This design comes from an exercise in tuning for small area on the open sky130 flow, not from production work. Function was checked by simulation only, so behaviour that the tests miss may differ from the original. No activity file was given, so power comes from the tool's default toggle rates.

Setup of red:
==> flow/design.v (excerpt) <==
module PWM_Generator (
	input clk,
	input rst,
	input [7:0] DUTY_CYCLE,
	input [15:0] ADC,
	input [9:0] PWM_PERIOD, DEAD_TIME,
	output reg PWM_UP, PWM_DOWN, Complete, ADC_Test
);
For scale: roughly 380 cells after synthesis, ~30 flip-flops, about 50 I/O pins, about 4200 µm² of cells after synthesis.
export LEC_CHECK = 0
export CAP_MARGIN = 20
export CORE_MARGIN = 2
export CORE_UTILIZATION = 40
export SLEW_MARGIN = 20
export SYNTH_HIERARCHICAL = 1
export SYNTH_MINIMUM_KEEP_SIZE = 0
create_clock -name core_clock -period 7.0 [get_ports {clk}]
standard.sh (not shown) runs the stock make flow with config.mk's settings and CLKGATE_MAP_FILE= SYNTH_SCRIPT=/design/flow/synth_recipe.tcl, a recipe that flattens the netlist after the stock synthesis.
==> flow/flow/run.sh <==
#!/bin/bash
cp standard.sh standard_copy.log
export BUFFER_PORTS_ARGS="-buffer_cell sky130_fd_sc_hd__buf_2"
bash standard.sh > standard.log 2>&1
Here is what was changed in the inputs of blue compared with red.
- setting GPL_TIMING_DRIVEN to 0 for the first time
==> flow/flow/run.sh <==
#!/bin/bash
set -e
ARGS=(BUFFER_PORTS_ARGS="-buffer_cell sky130_fd_sc_hd__buf_1" RECOVER_POWER=100
      REMOVE_ABC_BUFFERS=1 SKIP_REPAIR_TIE_FANOUT=1
      CTS_ARGS="-sink_clustering_enable -repair_clock_nets -dont_use_dummy_load")
bash standard.sh synth > standard_synth.log 2>&1
DOWNSIZE_ODB=orfs/results/sky130hd/PWM_Generator/base/1_synth.odb \
  openroad -no_init -exit flow/downsize.tcl > downsize.log 2>&1
bash standard.sh "${ARGS[@]}" finish > standard.log 2>&1
==> flow/flow/downsize.tcl (new file) <==
# Resize every combinational cell of the synthesized netlist to the smallest drive strength
# of its own cell family (same function and pins). Flip-flops keep their cell type. The
# later repair steps of the standard flow size up again whatever timing needs.
set odb $::env(DOWNSIZE_ODB)
read_db $odb
set db [ord::get_db]
set block [[$db getChip] getBlock]
set n 0
foreach inst [$block getInsts] {
  set m [$inst getMaster]
  set name [$m getName]
  if {![regexp {^(sky130_fd_sc_hd__)([a-z0-9]+)_([0-9]+)$} $name -> pre fam drive]} { continue }
  if {[string match "df*" $fam] || [string match "*buf*" $fam] || $fam eq "conb"} { continue }
  set best ""
  set best_area 1e9
  foreach d {0 1 2 4} {
    set cand [$db findMaster "${pre}${fam}_$d"]
    if {$cand eq "NULL"} { continue }
    set a [expr {[$cand getWidth] * [$cand getHeight]}]
    if {$a < $best_area} { set best $cand; set best_area $a }
  }
  if {$best ne "" && [$best getName] ne $name} {
    set cur_area [expr {[$m getWidth] * [$m getHeight]}]
    if {$best_area < $cur_area} {
      $inst swapMaster $best
      incr n
    }
  }
}
puts "downsized $n instances"
write_db $odb
--- outcome ---
- Nothing crashed in blue and all stages finished; the problem is that the final layout failed, the offending checks being max-capacitance violations, max-slew violations.
- blue vs. red: met3 routed wirelength has increased, design area went down about 6%, peak clock frequency supported by timing picked up an extra about 0.65%, overall power consumption down about 5%.
- Going from red to blue, clock-buffer cell count -2, wire length +70 µm.
Setup changes, blue to green
- a deleted GPL_TIMING_DRIVEN that had been 0
==> flow/flow/run.sh <==
#!/bin/bash
bash standard.sh BUFFER_PORTS_ARGS="-buffer_cell sky130_fd_sc_hd__buf_1" RECOVER_POWER=100 finish > standard.log 2>&1
removed: flow/flow/downsize.tcl
### Flow results
Non-clock buffer count was higher in green than in blue.
[green] proportion of power drawn by combinational gates fell 2.5 points relative to blue
green completed; timing, DRC and antenna clean
Startpoint of the most critical setup path = DUTY_CYCLE[7]: green; startpoint of the most critical setup path = PWM_PERIOD[1]: blue
Between green and blue, it is green whose clock share of power is higher, by 4.7 points.
Taking green over blue, the number of global-route vias before repair ratio works out to 1.06.
Here is what was changed in the inputs of orange compared with green.
- changing CORE_UTILIZATION from 40 to 65
- setting GPL_TIMING_DRIVEN to 0 for the first time
==> flow/flow/run.sh <==
#!/bin/bash
set -e
ARGS=(BUFFER_PORTS_ARGS="-buffer_cell sky130_fd_sc_hd__buf_1" RECOVER_POWER=100
      REMOVE_ABC_BUFFERS=1 SKIP_REPAIR_TIE_FANOUT=1
      CTS_ARGS="-sink_clustering_enable -repair_clock_nets -dont_use_dummy_load")
bash standard.sh synth > standard_synth.log 2>&1
DOWNSIZE_MAX_FANOUT=4 DOWNSIZE_ODB=orfs/results/sky130hd/PWM_Generator/base/1_synth.odb \
  openroad -no_init -exit flow/downsize.tcl > downsize.log 2>&1
bash standard.sh "${ARGS[@]}" finish > standard.log 2>&1
==> flow/flow/downsize.tcl (new file) <==
# Resize every combinational cell with at most DOWNSIZE_MAX_FANOUT loads of the synthesized netlist to the smallest drive strength
# of its own cell family (same function and pins). Flip-flops keep their cell type. The
# later repair steps of the standard flow size up again whatever timing needs.
set odb $::env(DOWNSIZE_ODB)
read_db $odb
set db [ord::get_db]
set block [[$db getChip] getBlock]
set n 0
foreach inst [$block getInsts] {
  set m [$inst getMaster]
  set name [$m getName]
  if {![regexp {^(sky130_fd_sc_hd__)([a-z0-9]+)_([0-9]+)$} $name -> pre fam drive]} { continue }
  if {[string match "df*" $fam] || [string match "*buf*" $fam] || $fam eq "conb"} { continue }
  # keep the synthesized size of cells driving many loads
  set fanout 0
  foreach it [$inst getITerms] {
    if {[$it isOutputSignal]} {
      set net [$it getNet]
      if {$net ne "NULL"} { set fanout [expr {$fanout + [llength [$net getITerms]] - 1}] }
    }
  }
  if {$fanout > $::env(DOWNSIZE_MAX_FANOUT)} { continue }
  set best ""
  set best_area 1e9
  foreach d {0 1 2 4} {
    set cand [$db findMaster "${pre}${fam}_$d"]
    if {$cand eq "NULL"} { continue }
    set a [expr {[$cand getWidth] * [$cand getHeight]}]
    if {$a < $best_area} { set best $cand; set best_area $a }
  }
  if {$best ne "" && [$best getName] ne $name} {
    set cur_area [expr {[$m getWidth] * [$m getHeight]}]
    if {$best_area < $cur_area} {
      $inst swapMaster $best
      incr n
    }
  }
}
puts "downsized $n instances"
write_db $odb
[summary]
orange | stages: all done | timing, DRC, antenna: all pass. | via density per instance | higher: orange |. Final critical-path required period: orange and green compared, lower one is green. Compared with green, orange shows combined area of all synthesized cells lower by about 3.5%.
For purple, these inputs were changed with respect to orange:
- CORE_UTILIZATION now 40, was 65
diff --git a/flow/flow/run.sh b/flow/flow/run.sh
--- a/flow/flow/run.sh
+++ b/flow/flow/run.sh
@@ -4,3 +4,3 @@
       REMOVE_ABC_BUFFERS=1 SKIP_REPAIR_TIE_FANOUT=1
-      CTS_ARGS="-sink_clustering_enable -repair_clock_nets -dont_use_dummy_load")
+      CTS_ARGS="-sink_clustering_enable -repair_clock_nets -dont_use_dummy_load -buf_list {sky130_fd_sc_hd__clkbuf_2 sky130_fd_sc_hd__clkbuf_4}")
 bash standard.sh synth > standard_synth.log 2>&1
Findings:
Delta (purple minus orange): count of hold-fix buffers inserted at cts ~0 delta, combinational cell fraction of total power increased by 1.8 points relative to the old numbers, count of plain and timing-repair buffers in the layout stayed essentially flat, multi-input logic portion of the cell area saw little to no change. Re final cell count: purple is about 12% up on orange. purple and orange ended up with roughly the same sequential share of layout area.

[what the ideal ports hide]
The results above use ideal ports. As a check the final layouts listed here were re-extracted and re-timed, cells and wires unchanged. Step 1: set_driving_cell puts a clkbuf_16 on clk and a buf_2 on each other input, an assumption about the parent block. Step 2 adds t to the input delays and takes it off the output delays; t is the mean of the earliest and latest rising clock arrival at the registers after step 1. Input paths then give back, and output paths get back, about the clock's delay inside the block. Three values: ideal, step 1, step 2; two values: the first two.
run | shift t [ns] | setup WS [ns] | hold slack, ns | worst slew at a driven data input, ns
red | 0.300 | 0.172 / 0.172 / -0.128 | 0.465 / 0.465 / 0.465 | 0.03
blue | 0.299 | 0.217 / 0.178 / -0.121 | 0.462 / 0.462 / 0.462 | 0.06
green | 0.301 | 0.161 / 0.156 / -0.145 | 0.466 / 0.466 / 0.466 | 0.03
orange | 0.301 | 0.134 / 0.095 / -0.207 | 0.458 / 0.458 / 0.458 | 0.06
purple | 0.345 | 0.187 / 0.175 / -0.169 | 0.478 / 0.478 / 0.478 | 0.05
The setup slack of purple, which loses most, moves by -0.012 ns with the drivers and by -0.356 ns with both steps.
